Background: an optimization exercise with open tools, aiming at small area. Do not read the settings as production practice. RTL that was checked went through simulation tests only; none was proved equivalent to the original. No driver is modelled on the clock port, so clock power and skew are understated where the tree is cut down; a real chip needs a root buffer or a tree. No activity file was given, so power comes from the tool's default toggle rates.

## Game
module Game(
  input Clk100M,
  input rst,   
  input btnS,  
  input btnU,  
  input btnD,  
  output wire [7:0] seg,
  output wire [3:0] an
 );
localparam [4:0] C_FF = 5'd0, C_0 = 5'd10, C_L = 5'd11, C_E = 5'd12, C_Y = 5'd13,
                 C_A = 5'd14, C_U = 5'd15, C_H = 5'd19;
reg [1:0] bcnt;    
reg [3:0] dcnt;    
reg [7:0] m;       
wire tickBtn  = (bcnt == 2'd0);
wire tickDisp = (dcnt == 4'd0);
wire tick1Hz  = tickDisp & (m == 8'd198);
always @(posedge Clk100M) begin
  if (rst) begin
    bcnt <= 2'd3;
    dcnt <= 4'd10;
    m <= 8'd255;
  end
  else begin
    bcnt <= tickBtn ? 2'd2 : bcnt - 2'd1;
    dcnt <= tickDisp ? 4'd9 : dcnt - 4'd1;
    if (tickDisp) m <= (m == 8'd199) ? 8'd0 : m + 8'd1;
  end
end
reg uL, dL, sL;    
reg uR, dR, sR;    
always @(posedge Clk100M) begin
  if (rst) begin
    uL <= 0; dL <= 0; sL <= 0;
    uR <= 0; dR <= 0; sR <= 0;
  end
  else if (tickBtn) begin
    uL <= btnU; dL <= btnD; sL <= btnS;
  ...
Size: roughly 0.0065 mm2 of cells after synthesis.
==> flow/config.mk <==
export PLATFORM = sky130hd
export DESIGN_NAME = Game
export DESIGN_NICKNAME = Game
export VERILOG_FILES = /design/flow/design.v
export SDC_FILE = /design/flow/constraint.sdc
export NUM_CORES = 4
export LEC_CHECK = 0
export ABC_AREA = 1
export CAP_MARGIN = 20
export CORE_MARGIN = 2
export CORE_UTILIZATION = 40
export SLEW_MARGIN = 20
==> flow/constraint.sdc <==
create_clock -name core_clock -period 10.0 [get_ports {Clk100M}]
set_input_delay 2.0000 -clock core_clock [delete_from_list [all_inputs] [get_ports {Clk100M}]]
set_output_delay 2.0000 -clock core_clock [all_outputs]
set_load 0.01 [all_outputs]
standard.sh (not shown) runs the stock make flow with config.mk's settings and CLKGATE_MAP_FILE= SYNTH_SCRIPT=/design/flow/synth_recipe.tcl, a recipe that flattens the netlist after the stock synthesis.
==> flow/flow/run.sh <==
#!/bin/bash
# Own layout flow: the standard ORFS flow (standard.sh) with two changes.
#  1. Synthesis maps the combinational logic with a stronger ABC area script
#     (flow/abc_area.script, used through ABC_AREA=1). Everything else in the
#     synthesis, including how registers are mapped and named, is unchanged.
#  2. Clock tree synthesis without dummy loads and with smaller clock buffers.
# Each step's full output goes to a log file of its own in this folder.
set -euo pipefail
W=$PWD
rm -rf "$W/scripts_abc"
cp -r "$FLOW_HOME/scripts" "$W/scripts_abc"
cp "$W/flow/abc_area.script" "$W/scripts_abc/abc_area.script"
SCRIPTS_DIR="$W/scripts_abc" bash standard.sh synth > synth.log 2>&1
export CTS_ARGS="-sink_clustering_enable -repair_clock_nets -dont_use_dummy_load -buf_list sky130_fd_sc_hd__clkbuf_8"
bash standard.sh > layout.log 2>&1
==> flow/flow/abc_area.script <==
strash
&get -n
&st
&deepsyn -T 30
&put
dch -f
amap
topo
Change:
==> flow/flow/run.sh (replaced) <==
#!/bin/bash
# Standard ORFS layout; only the clock tree synthesis arguments differ:
# no dummy loads and smaller clock buffers.
set -euo pipefail
export CTS_ARGS="-sink_clustering_enable -repair_clock_nets -dont_use_dummy_load -buf_list sky130_fd_sc_hd__clkbuf_8"
bash standard.sh > standard_make.log 2>&1
removed: flow/flow/abc_area.script
What happened:
- sequential power shrinks by 10%
- critical path depth shrinks by 11
- global-route usage shrinks by 1.1 points
- count of clock-buffer cells in the layout is unchanged
- synthesized area grows by 9.2%
- utilization shrinks by 0.86 points
- clock skew hardly moves
- clock power grows by about 1%
Change:
==> flow/run.sh (new file) <==
#!/bin/bash
# synth_recipe.tcl (not shown) runs the flow's synth.tcl, then flattens the netlist and writes it again
# the make line also repeats each setting of config.mk as NAME=value (left out here)
make -C /OpenROAD-flow-scripts/flow DESIGN_CONFIG=/design/flow/config.mk WORK_HOME=/design/flow/orfs CLKGATE_MAP_FILE= SYNTH_SCRIPT=/design/flow/synth_recipe.tcl finish
removed: flow/flow/run.sh
removed: flow/standard.sh
Outcome: Critical path depth is unchanged; core utilization came out higher by 2.4 points; global-route usage came out higher by 0.31 points; worst setup slack improves by 0.017 ns; via count came out higher by 0.67%; sequential power is about the same; final area came out higher by 5.5%.
Function was not checked in any run of this note: the RTL went through the layout flow alone.

========
Another version of the RTL of Game (not shown whole).
For scale: ~640 cells after synthesis, about 130 flip-flops, roughly 17 I/O pins, about 0.0056 mm² of cells after synthesis.
Settings: LEC_CHECK=0, ABC_AREA=1, CAP_MARGIN=20, CORE_MARGIN=2, CORE_UTILIZATION=85, SLEW_MARGIN=20; clock period 10.0 ns.
==> flow/flow/run.sh <==
#!/bin/bash
# Own layout flow: the standard ORFS flow (standard.sh) with two changes.
#  1. Synthesis maps the combinational logic with a stronger ABC area script
#     (flow/abc_area.script, used through ABC_AREA=1), and adders are left to
#     ABC as plain logic instead of being mapped to half/full adder cells
#     first (ADDER_MAP_FILE empty). Everything else in the synthesis,
#     including how registers are mapped and named, is unchanged.
#  2. The clock tree is built by flow/mycts.tcl (run in place of TritonCTS
#     through the PRE_CTS_TCL hook): the clock port drives one root buffer,
#     which drives 12 clock buffers, each at the centre of its own group of
#     flip-flops. Ports are buffered with the smallest buffer.
# Each step's full output goes to a log file of its own in this folder.
set -euo pipefail
W=$PWD
rm -rf "$W/scripts_abc"
cp -r "$FLOW_HOME/scripts" "$W/scripts_abc"
cp "$W/flow/abc_area.script" "$W/scripts_abc/abc_area.script"
SCRIPTS_DIR="$W/scripts_abc" ADDER_MAP_FILE= bash standard.sh synth > synth.log 2>&1
export PRE_CTS_TCL="$W/flow/mycts.tcl"
export MYCTS_GROUPS=12 MYCTS_BUF=sky130_fd_sc_hd__clkbuf_4 MYCTS_ROOT=sky130_fd_sc_hd__clkbuf_8
export BUFFER_PORTS_ARGS="-inputs -outputs -buffer_cell sky130_fd_sc_hd__buf_1"
bash standard.sh > layout.log 2>&1
==> flow/flow/mycts.tcl <==
rename clock_tree_synthesis orfs_clock_tree_synthesis
proc mycts_split {items axis} {
  set s [lsort -real -index $axis $items]
  set h [expr {[llength $s] / 2}]
  return [list [lrange $s 0 [expr {$h - 1}]] [lrange $s $h end]]
}
# split items into n groups of near equal size by recursive median cuts,
# alternating between x and y
proc mycts_groups {items n axis} {
  if {$n <= 1} { return [list $items] }
  set n1 [expr {$n / 2}]
  set s [lsort -real -index $axis $items]
  set cut [expr {([llength $s] * $n1) / $n}]
  set a [lrange $s 0 [expr {$cut - 1}]]
  set b [lrange $s $cut end]
  return [concat [mycts_groups $a $n1 [expr {1 - $axis}]] [mycts_groups $b [expr {$n - $n1}] [expr {1 - $axis}]]]
}
proc clock_tree_synthesis {args} {
  set block [ord::get_db_block]
  set ngroups [expr {[info exists ::env(MYCTS_GROUPS)] ? $::env(MYCTS_GROUPS) : 4}]
  set bufname [expr {[info exists ::env(MYCTS_BUF)] ? $::env(MYCTS_BUF) : "sky130_fd_sc_hd__clkbuf_4"}]
  set master [[ord::get_db] findMaster $bufname]
  set clkport [lindex [get_property [lindex [all_clocks] 0] sources] 0]
  set net [$block findNet [get_full_name $clkport]]
  $net setSigType CLOCK
  set items {}
  foreach it [$net getITerms] {
    set inst [$it getInst]
    set bb [$inst getBBox]
    lappend items [list [expr {([$bb xMin] + [$bb xMax]) / 2}] [expr {([$bb yMin] + [$bb yMax]) / 2}] $it]
  }
  set groups [mycts_groups $items $ngroups 0]
  # root buffer between the port and the group buffers when there are more than 4
  set rootnet $net
  if {[llength $groups] > 4} {
    set rootbuf [expr {[info exists ::env(MYCTS_ROOT)] ? $::env(MYCTS_ROOT) : "sky130_fd_sc_hd__clkbuf_8"}]
    set rinst [odb::dbInst_create $block [[ord::get_db] findMaster $rootbuf] "clkbuf_root"]
    set rootnet [odb::dbNet_create $block "clknet_root"]
    $rootnet setSigType CLOCK
    [$rinst findITerm A] connect $net
    [$rinst findITerm X] connect $rootnet
    set sx 0; set sy 0
    foreach e $items { set sx [expr {$sx + [lindex $e 0]}]; set sy [expr {$sy + [lindex $e 1]}] }
    $rinst setLocation [expr {$sx / [llength $items]}] [expr {$sy / [llength $items]}]
    $rinst setPlacementStatus PLACED
  }
  set i 0
  foreach g $groups {
    set sx 0; set sy 0
    foreach e $g { set sx [expr {$sx + [lindex $e 0]}]; set sy [expr {$sy + [lindex $e 1]}] }
    set cx [expr {$sx / [llength $g]}]; set cy [expr {$sy / [llength $g]}]
    set inst [odb::dbInst_create $block $master "clkbuf_grp_$i"]
    set n [odb::dbNet_create $block "clknet_grp_$i"]
    $n setSigType CLOCK
    foreach e $g {
      set it [lindex $e 2]
      $it disconnect
      $it connect $n
    }
    [$inst findITerm A] connect $rootnet
    [$inst findITerm X] connect $n
    $inst setLocation $cx $cy
    $inst setPlacementStatus PLACED
    incr i
  }
  puts "mycts: $i clock buffers ($bufname) for [llength $items] sinks"
  set_propagated_clock [all_clocks]
}
Other scripts of this flow, unchanged in this note and not shown: flow/flow/abc_area.script
The starting point completed without violations.
Change:
--- a/flow/flow/run.sh
+++ b/flow/flow/run.sh
@@ -9,3 +9,3 @@
 #     through the PRE_CTS_TCL hook): the clock port drives one root buffer,
-#     which drives 12 clock buffers, each at the centre of its own group of
+#     which drives 16 clock buffers, each at the centre of its own group of
 #     flip-flops. Ports are buffered with the smallest buffer.
@@ -19,3 +19,3 @@
 export PRE_CTS_TCL="$W/flow/mycts.tcl"
-export MYCTS_GROUPS=12 MYCTS_BUF=sky130_fd_sc_hd__clkbuf_4 MYCTS_ROOT=sky130_fd_sc_hd__clkbuf_8
+export MYCTS_GROUPS=16 MYCTS_BUF=sky130_fd_sc_hd__clkbuf_4 MYCTS_ROOT=sky130_fd_sc_hd__clkbuf_8
 export BUFFER_PORTS_ARGS="-inputs -outputs -buffer_cell sky130_fd_sc_hd__buf_1"
--- a/flow/flow/mycts.tcl
+++ b/flow/flow/mycts.tcl
@@ -5,13 +5,2 @@
   return [list [lrange $s 0 [expr {$h - 1}]] [lrange $s $h end]]
-}
-# split items into n groups of near equal size by recursive median cuts,
-# alternating between x and y
-proc mycts_groups {items n axis} {
-  if {$n <= 1} { return [list $items] }
-  set n1 [expr {$n / 2}]
-  set s [lsort -real -index $axis $items]
-  set cut [expr {([llength $s] * $n1) / $n}]
-  set a [lrange $s 0 [expr {$cut - 1}]]
-  set b [lrange $s $cut end]
-  return [concat [mycts_groups $a $n1 [expr {1 - $axis}]] [mycts_groups $b [expr {$n - $n1}] [expr {1 - $axis}]]]
 }
@@ -31,3 +20,10 @@
   }
-  set groups [mycts_groups $items $ngroups 0]
+  set groups [list $items]
+  set axis 0
+  while {[llength $groups] < $ngroups} {
+    set ng {}
+    foreach g $groups { foreach h [mycts_split $g $axis] { lappend ng $h } }
+    set groups $ng
+    set axis [expr {1 - $axis}]
+  }
   # root buffer between the port and the group buffers when there are more than 4
- CORE_UTILIZATION: 85 -> 70
=> The changed run passed the timing, DRC and antenna checks; maximum frequency goes up by 4.7%; routed wire length decreases by 17%; sequential share of layout area falls by 0.52 points; core utilization falls by 16 points; cell count rises by 3.8%; setup slack improves by 0.27 ns.
No run of this note takes its clock network from TritonCTS; it comes from the design's own scripts or RTL.

==> afterwards: timing with drivers on the ports <==
The results above use ideal ports. As a check the final layouts listed here were re-extracted and re-timed, cells and wires unchanged. Step 1, drivers: a clkbuf_16 drives Clk100M and a buf_2 each remaining input, both assumed. Step 2, shift: input delay + t, output delay - t, t = (earliest + latest rising clock arrival at the registers) / 2. This alone moves slack from input paths to output paths. Slacks: ideal / step 1 / step 2; pairs: ideal / step 1.
| run | shift t [ns] | setup WS [ns] | worst slew at a driven data input, ns |
|---|---|---|---|
| the first run of note 1 | 0.465 | 5.313 / 5.288 / 5.313 | 0.03 |
| the second run of note 1 | 0.465 | 5.486 / 5.449 / 5.913 | 0.03 |
| the third run of note 1 | 0.463 | 5.503 / 5.462 / 5.925 | 0.03 |
| the first run of note 2 | 0.440 | 4.106 / 4.106 / 4.106 | 0.04 |
| the second run of note 2 | 0.443 | 4.373 / 4.373 / 4.373 | 0.04 |
After both steps setup and hold are still met in every run listed.
